From an optimization exercise on the open Yosys and OpenROAD flow, aimed at small area; shortcuts taken in it are not production practice. In this exercise RTL edits were held to simulation tests only and were not proved equivalent to the original.

## v39
==> flow/design.v <==
module Concatenate(
input [3:0] x10, x1,
output [6:0] out);
function [6:0] add7(input [6:0] a, input [6:0] b);
    integer i;
    reg c;
    begin
        c = 1'b0;
        for (i = 0; i < 7; i = i + 1) begin
            add7[i] = a[i] ^ b[i] ^ c;
            c = a[i] & b[i] | c & (a[i] ^ b[i]);
        end
    end
endfunction
assign out = add7(add7({2'b0, x10, 1'b0}, {3'b0, x1}), {x10[3:0], 3'b0});
endmodule
module Calc(
input clk,
input [3:0] A10, A1, B10, B1,
input [4:0] operation,
output reg [14:0] outRes
);
wire [6:0] A, B;
Concatenate first(A10, A1, A);
Concatenate second(B10, B1, B);
wire show = operation[0], add = operation[1], sub = operation[2],
     mul = operation[3], div = operation[4];
wire [6:0] Q;
divider quot(A, B, Q);
wire [6:0] M = ({7{mul}} & B) | ({7{show}} & 7'd100) | {6'd0, add | sub};
wire [7:0] S = ({8{show | add}} & {1'b0, B}) | ({8{sub}} & {1'b1, ~B}) | ({8{div}} & {1'b0, Q});
wire [14:0] X;
macc mac(A, M, S, sub, X);
always @(posedge clk)
    outRes <= {X[14:9] | {6{sub & ~X[8]}}, X[8] ^ sub, X[7:0]};
endmodule
module macc(input [6:0] A, M, input [7:0] S, input cin, output reg [14:0] X);
integer i, j;
reg c, a, b;
always @(*) begin
    X = {7'd0, S};
    for (i = 0; i < 7; i = i + 1) begin
        c = (i == 0) ? cin : 1'b0;
        for (j = i; j < 15; j = j + 1) begin
            a = X[j];
            b = (j - i < 7) ? (A[j - i] & M[i]) : 1'b0;
            X[j] = a ^ b ^ c;
            c = a & b | c & (a ^ b);
        end
    end
end
endmodule
module divider(input [6:0] A, B, output [6:0] Q);
integer i, j;
reg [6:0] rem, d, q;
reg hz, bo;
always @(*) begin
    rem = A;
    for (i = 6; i >= 0; i = i - 1) begin
        hz = 1'b1;
        for (j = 7 - i; j < 7; j = j + 1)
            hz = hz & ~B[j];
        bo = 1'b0;
        d = 7'd0;
        for (j = 0; j < 7 - i; j = j + 1) begin
            d[j] = rem[i + j] ^ B[j] ^ bo;
            bo = ~rem[i + j] & B[j] | ~(rem[i + j] ^ B[j]) & bo;
        end
        q[i] = hz & ~bo;
        for (j = 0; j < 7 - i; j = j + 1)
            if (q[i]) rem[i + j] = d[j];
    end
end
assign Q = q & {7{|B}};
endmodule
module breakDigits(
input [14:0] num,
input [1:0] sel,
output [3:0] digit
);
wire neg = num[14];
wire [6:0] nlow = ~num[6:0] + 7'd1;
wire [13:0] mag = neg ? {7'd0, nlow} : num[13:0];
function [13:0] base100(input [13:0] n);    
    reg [6:0] h, l;
    integer i;
    begin
        h = 7'd0;
        l = 7'd0;
        for (i = 13; i >= 0; i = i - 1) begin
            if (l >= 7'd50) l = l + 7'd14;
            {h, l} = {h[5:0], l, n[i]};
        end
        base100 = {h, l};
    end
endfunction
function [3:0] add3(input [3:0] x);
    case (x)
    4'd5: add3 = 4'd8; 4'd6: add3 = 4'd9; 4'd7: add3 = 4'd10; 4'd8: add3 = 4'd11; 4'd9: add3 = 4'd12;
    default: add3 = x;
    endcase
endfunction
function [7:0] bcd7(input [6:0] x);    
    integer i;
    begin
        bcd7 = 8'd0;
        for (i = 6; i >= 0; i = i - 1) begin
            bcd7[3:0] = add3(bcd7[3:0]);
            bcd7[7:4] = add3(bcd7[7:4]);
            bcd7 = {bcd7[6:0], x[i]};
        end
    end
endfunction
wire [13:0] hl = base100(mag);
wire [7:0] two = bcd7(sel[1] ? hl[13:7] : hl[6:0]);
assign digit = (sel == 2'd3 && neg) ? 4'd10 : sel[0] ? two[7:4] : two[3:0];
endmodule
module sevSeg(input [3:0] in, output reg [6:0] out);
    always @(*) begin
        case (in)
            4'd0: out = 7'b0000001;
            4'd1: out = 7'b1001111;
            4'd2: out = 7'b0010010;
            4'd3: out = 7'b0000110;
            4'd4: out = 7'b1001100;
            4'd5: out = 7'b0100100;
            4'd6: out = 7'b0100000;
            4'd7: out = 7'b0001111;
            4'd8: out = 7'b0000000;
            4'd9: out = 7'b0000100;
            default: out = 7'b1111110;
        endcase
    end
endmodule
module debouncer(input clk, inp, output out);
reg Qmeta, Qsynch;
reg [1:0] run;
always @(posedge clk) begin
    Qmeta <= inp;
    Qsynch <= Qmeta;
    run[0] <= Qsynch & (~run[0] | run[1]);
    run[1] <= Qsynch & (run[0] | run[1]);
end
assign out = run[1] & run[0];
endmodule
module risingEdge(input clk, rst, level, output z);
reg busy, edg;
always @(posedge clk or posedge rst) begin
    if (rst) begin
        busy <= 1'b0;
        edg <= 1'b0;
    end else begin
        busy <= level;
        edg <= level & ~busy;
    end
end
assign z = edg;
endmodule
module dbAndRise(
input clk, rst,
input [8:0] in,
output [8:0] out
);
wire [8:0] w;
debouncer d0(clk, in[0], w[0]);
risingEdge r0(clk, rst, w[0], out[0]);
debouncer d1(clk, in[1], w[1]);
risingEdge r1(clk, rst, w[1], out[1]);
debouncer d2(clk, in[2], w[2]);
risingEdge r2(clk, rst, w[2], out[2]);
debouncer d3(clk, in[3], w[3]);
risingEdge r3(clk, rst, w[3], out[3]);
assign out[7:4] = in[7:4];
debouncer d8(clk, in[8], w[8]);
risingEdge r8(clk, rst, w[8], out[8]);
endmodule
module modNum(
input clk, reset, enable,
output reg [3:0] count
);
wire [3:0] t;    
assign t[0] = enable;
assign t[1] = enable & count[0] & ~count[3];
assign t[2] = enable & count[0] & count[1];
assign t[3] = enable & count[0] & (count[3] | count[1] & count[2]);
always @(posedge clk, posedge reset) begin
    if (reset)
        count <= 4'd0;
    else
        count <= count ^ t;
end
endmodule
module handleNumberPresses(
input clk, reset,
input [3:0] But,
output [3:0] A10, A1, B10, B1
);
modNum modA10(clk, reset, But[0], A10);
modNum modA1(clk, reset, But[1], A1);
modNum modB10(clk, reset, But[2], B10);
modNum modB1(clk, reset, But[3], B1);
endmodule
module handleOperationPresses(
input [8:4] But,
output [4:0] operation);
wire show = But[8] | ~(But[4] | But[5] | But[6] | But[7]);
assign operation[0] = show;
assign operation[1] = ~But[8] & But[4];
assign operation[2] = ~But[8] & ~But[4] & But[5];
assign operation[3] = ~But[8] & ~But[4] & ~But[5] & But[6];
assign operation[4] = ~But[8] & ~But[4] & ~But[5] & ~But[6] & But[7];
endmodule
module clockDivider(
input clk, reset,
output [1:0] digitIndex
);
wire [4:0] count;
nBitCounter #(5, 5'd4) scan(clk, reset, count);
assign digitIndex = count[4:3];
endmodule
module nBitCounter #(parameter n = 2, parameter [n-1:0] init = 0)(
input clk, reset,
output reg [n-1:0] count);
always @(posedge clk, posedge reset) begin
    if (reset)
        count <= init;
    else
        count <= count + 1'b1;
end
endmodule
module digitalCalc(
input clk, rst,
input [8:0] in,
output reg [3:0] digitSelect,
output [7:0] out,
output signed [14:0] result
);
wire [8:0] But;
dbAndRise stabilize(clk, rst, in, But);
wire [3:0] A10, A1, B10, B1;
handleNumberPresses numberPresses(clk, rst, But[3:0], A10, A1, B10, B1);
wire [4:0] operation;
handleOperationPresses operand(But[8:4], operation);
Calc Calculator(clk, A10, A1, B10, B1, operation, result);
wire [1:0] twoCounter;
clockDivider selctDig(clk, rst, twoCounter);
wire [3:0] digit;
breakDigits to_break(result, twoCounter, digit);
wire [6:0] seg;
sevSeg decode(digit, seg);
assign out = {~(twoCounter == 2'b10), seg};
always @(*) begin
    case (twoCounter)
        2'b00: digitSelect = 4'b1110;
        2'b01: digitSelect = 4'b1101;
        2'b10: digitSelect = 4'b1011;
        default: digitSelect = 4'b0111;
    endcase
end
endmodule
==> flow/config.mk <==
export PLATFORM = sky130hd
export DESIGN_NAME = digitalCalc
export DESIGN_NICKNAME = digitalCalc
export VERILOG_FILES = /design/flow/design.v
export SDC_FILE = /design/flow/constraint.sdc
export NUM_CORES = 4
export LEC_CHECK = 0
export ABC_AREA = 1
export CAP_MARGIN = 0
export CORE_MARGIN = 2
export CORE_UTILIZATION = 40
export GPL_TIMING_DRIVEN = 0
export PLACE_DENSITY = 0.6
export SLEW_MARGIN = 0
==> flow/constraint.sdc <==
create_clock -name core_clock -period 30.0 [get_ports {clk}]
set_input_delay 6.0000 -clock core_clock [delete_from_list [all_inputs] [get_ports {clk}]]
set_output_delay 6.0000 -clock core_clock [all_outputs]
set_load 0.01 [all_outputs]
standard.sh (not shown) runs the stock make flow with config.mk's settings and CLKGATE_MAP_FILE= SYNTH_SCRIPT=/design/flow/synth_recipe.tcl, a recipe that flattens the netlist after the stock synthesis.
==> flow/flow/run.sh <==
#!/bin/bash
# Own layout flow:
#  2. the same synthesis without Yosys's early "abc -fast" pass, kept only if its registers
#     (names and cell types) are exactly the standard synthesis's;
#  3. the combinational logic between the registers re-mapped by ABC for area (registers,
#     their names and cell types untouched);
#  4. the standard layout from floorplan to finish, with small port buffers and a clock
#     tree of small buffers.
# Each tool's output goes to a log file in this folder.
set -euo pipefail
W=$PWD
R=$W/orfs/results/$FLOW_PLATFORM/digitalCalc/base
L=$W/orfs/logs/$FLOW_PLATFORM/digitalCalc/base
LIB=$FLOW_HOME/platforms/$FLOW_PLATFORM/lib/sky130_fd_sc_hd__tt_025C_1v80.lib
YOSYS=${YOSYS_EXE:-$FLOW_HOME/../tools/install/yosys/bin/yosys}
[ -x "$YOSYS" ] || YOSYS=$(command -v yosys)
regs() { grep -E "^\s*sky130_fd_sc_hd__(df|dl|sdf|edf)" "$1" | awk '{print $1, $2}' | sort; }

# 1. standard synthesis
bash standard.sh synth > $W/log_synth_standard.txt 2>&1
cp $R/1_2_yosys.v $W/synth_standard.v
cp $L/1_2_yosys.log $W/log_yosys_standard.txt
regs $W/synth_standard.v > $W/regs_standard.txt

# 2. the same without the early abc pass
START=$W/synth_standard.v
if bash standard.sh clean_synth > $W/log_synth_noabc.txt 2>&1 &&
   SYNTH_ARGS=-noabc bash standard.sh synth >> $W/log_synth_noabc.txt 2>&1; then
    cp $R/1_2_yosys.v $W/synth_noabc.v
    regs $W/synth_noabc.v > $W/regs_noabc.txt
    if cmp -s $W/regs_standard.txt $W/regs_noabc.txt; then
        START=$W/synth_noabc.v
    fi
fi
echo "start netlist: $START" > $W/log_start.txt

# 3. re-map the combinational logic for area. Four chains run in parallel (two from each start
#    netlist); each chain runs ABC round after round (deep synthesis with a new seed, then area
#    mapping) on its best netlist so far and keeps a round's result only if it is smaller. The
#    smallest result whose registers match the standard synthesis's is kept.
python3 $W/flow/libfuncs.py $LIB $W/comb_cells.v > $W/log_libfuncs.txt 2>&1
DONTUSE=$(grep -o -- "-dont_use [A-Za-z0-9_]*" $W/log_yosys_standard.txt | sort -u | tr '\n' ' ')
ROUNDS=${REOPT_ROUNDS:-1}
round() {  # round IN OUT SEED TAG
    local k
    : > $W/area_$4.abc
    for k in 1 2 3; do
        printf 'strash\n&get -n\n&deepsyn -T 30 -S %s\n&nf -p -a -F 8 -A 4 -R 1000\n&put\n' $(( ($3 * 3 + k) % 101 )) >> $W/area_$4.abc
    done
    cat > $W/reopt_$4.ys <<YS
read_verilog $W/comb_cells.v
read_liberty -lib -ignore_redef $LIB
read_verilog $1
hierarchy -top $FLOW_TOP
flatten -noscopeinfo
rename -hide w:* i:* o:* %u %d
techmap
opt -purge
abc -script $W/area_$4.abc -liberty $LIB $DONTUSE
opt_clean -purge
setundef -zero
hilomap -singleton -hicell sky130_fd_sc_hd__conb_1 HI -locell sky130_fd_sc_hd__conb_1 LO
insbuf -buf sky130_fd_sc_hd__buf_1 A X
opt_clean -purge
tee -q -o $W/area_$4.txt stat -liberty $LIB
write_verilog -noattr -noexpr -nohex -nodec $2
YS
    $YOSYS -s $W/reopt_$4.ys > $W/log_reopt_$4.txt 2>&1 || return 1
    regs $2 | cmp -s $W/regs_standard.txt - || return 1
    grep "Chip area" $W/area_$4.txt | awk '{print $NF}'
}
chain() {  # chain NAME START SEEDBASE
    local best=$2 besta=1e99 k a
    for k in $(seq 1 $ROUNDS); do
        if a=$(round $best $W/try_$1_$k.v $(( $3 + k )) $1_$k); then
            echo "$1 round $k: $a" >> $W/log_chain_$1.txt
            if python3 -c "import sys; sys.exit(0 if $a < $besta else 1)"; then best=$W/try_$1_$k.v; besta=$a; fi
        fi
    done
    echo "$besta $best" > $W/best_$1.txt
}
chain a $START 10 &
chain b $START 20 &
chain c $W/synth_standard.v 30 &
chain d $START 40 &
wait
sort -g $W/best_?.txt > $W/log_best.txt
BEST=$(head -1 $W/log_best.txt | awk '{print $2}')
echo "best: $(head -1 $W/log_best.txt)" >> $W/log_start.txt
cp $BEST $W/synth_area.v
cp $W/synth_area.v $R/1_2_yosys.v
rm -f $R/1_synth.odb $R/1_synth.sdc

# 4. standard layout from the re-mapped netlist
export BUFFER_PORTS_ARGS="-buffer_cell sky130_fd_sc_hd__buf_1"
export CTS_ARGS="$(cat $W/flow/cts_args.txt)"
bash standard.sh > $W/log_layout.txt 2>&1
==> flow/flow/cts_args.txt <==
-sink_clustering_enable -repair_clock_nets -buf_list {sky130_fd_sc_hd__clkbuf_4} -root_buf sky130_fd_sc_hd__clkbuf_8 -dont_use_dummy_load
Other scripts of this flow, unchanged in this note and not shown: flow/flow/libfuncs.py
No stage failed in v39, and the final checks on the layout all came back clean.
#### Input delta (v13 over v39)
--- a/flow/flow/run.sh
+++ b/flow/flow/run.sh
@@ -41,10 +41,10 @@
 python3 $W/flow/libfuncs.py $LIB $W/comb_cells.v > $W/log_libfuncs.txt 2>&1
 DONTUSE=$(grep -o -- "-dont_use [A-Za-z0-9_]*" $W/log_yosys_standard.txt | sort -u | tr '\n' ' ')
-ROUNDS=${REOPT_ROUNDS:-1}
+ROUNDS=${REOPT_ROUNDS:-3}
 round() {  # round IN OUT SEED TAG
     local k
     : > $W/area_$4.abc
     for k in 1 2 3; do
-        printf 'strash\n&get -n\n&deepsyn -T 30 -S %s\n&nf -p -a -F 8 -A 4 -R 1000\n&put\n' $(( ($3 * 3 + k) % 101 )) >> $W/area_$4.abc
+        printf 'strash\n&get -n\n&deepsyn -T 30 -S %s\n&nf -R 1000\n&put\n' $(( $3 * 10 + k )) >> $W/area_$4.abc
     done
     cat > $W/reopt_$4.ys <<YS
@@ -80,8 +80,8 @@
     echo "$besta $best" > $W/best_$1.txt
 }
-chain a $START 10 &
-chain b $START 20 &
-chain c $W/synth_standard.v 30 &
-chain d $START 40 &
+chain a $START 100 &
+chain b $START 200 &
+chain c $W/synth_standard.v 300 &
+chain d $W/synth_standard.v 400 &
 wait
 sort -g $W/best_?.txt > $W/log_best.txt
==> flow/flow/cts_args.txt <==
-sink_clustering_enable -repair_clock_nets -buf_list {sky130_fd_sc_hd__clkbuf_4} -root_buf sky130_fd_sc_hd__clkbuf_4 -dont_use_dummy_load
v13 ends up with a met2 layer usage reported by global route that is 3.2 points higher than in v39. Per the comparison of v13 with v39, minimum clock period now larger, overall track demand over capacity in global routing now larger, number of buffers inserted by post-CTS setup repair comparable, summed area of non-filler cells in the final layout now smaller, clock skew now larger. On v13: worst slack at placement is 1.20 ns lower than what v39 gave. First-iteration DRC count: v13 vs v39 down about 33%. v39 vs v13, endpoint of the most critical setup path: Calculator.outRes[12] vs out[3].

-- port drivers added, routing unchanged --
The flow's constraints put no driver on any port. The routed layouts listed below were extracted and timed again, unchanged, in two steps.
Step 1 sets driving cells, clkbuf_16 on the clock port and buf_2 on the other inputs (assumed; they add their load-dependent delay and slew).
Step 2 adds t to the input delays and takes it off the output delays; t is the mean of the earliest and latest rising clock arrival at the registers after step 1. Input paths then give back, and output paths get back, about the clock's delay inside the block.
Slacks: ideal ports / drivers / drivers and shift; pairs: ideal ports / drivers.
run	t (ns)	setup WS [ns]	worst register clock-pin slew, ns	worst slew at a driven data input, ns
v39	0.380	11.129 / 11.129 / 11.129	0.07 / 0.07	0.03
v13	0.428	9.721 / 9.691 / 10.120	0.11 / 0.11	0.03
After both steps every run listed still meets setup and hold.
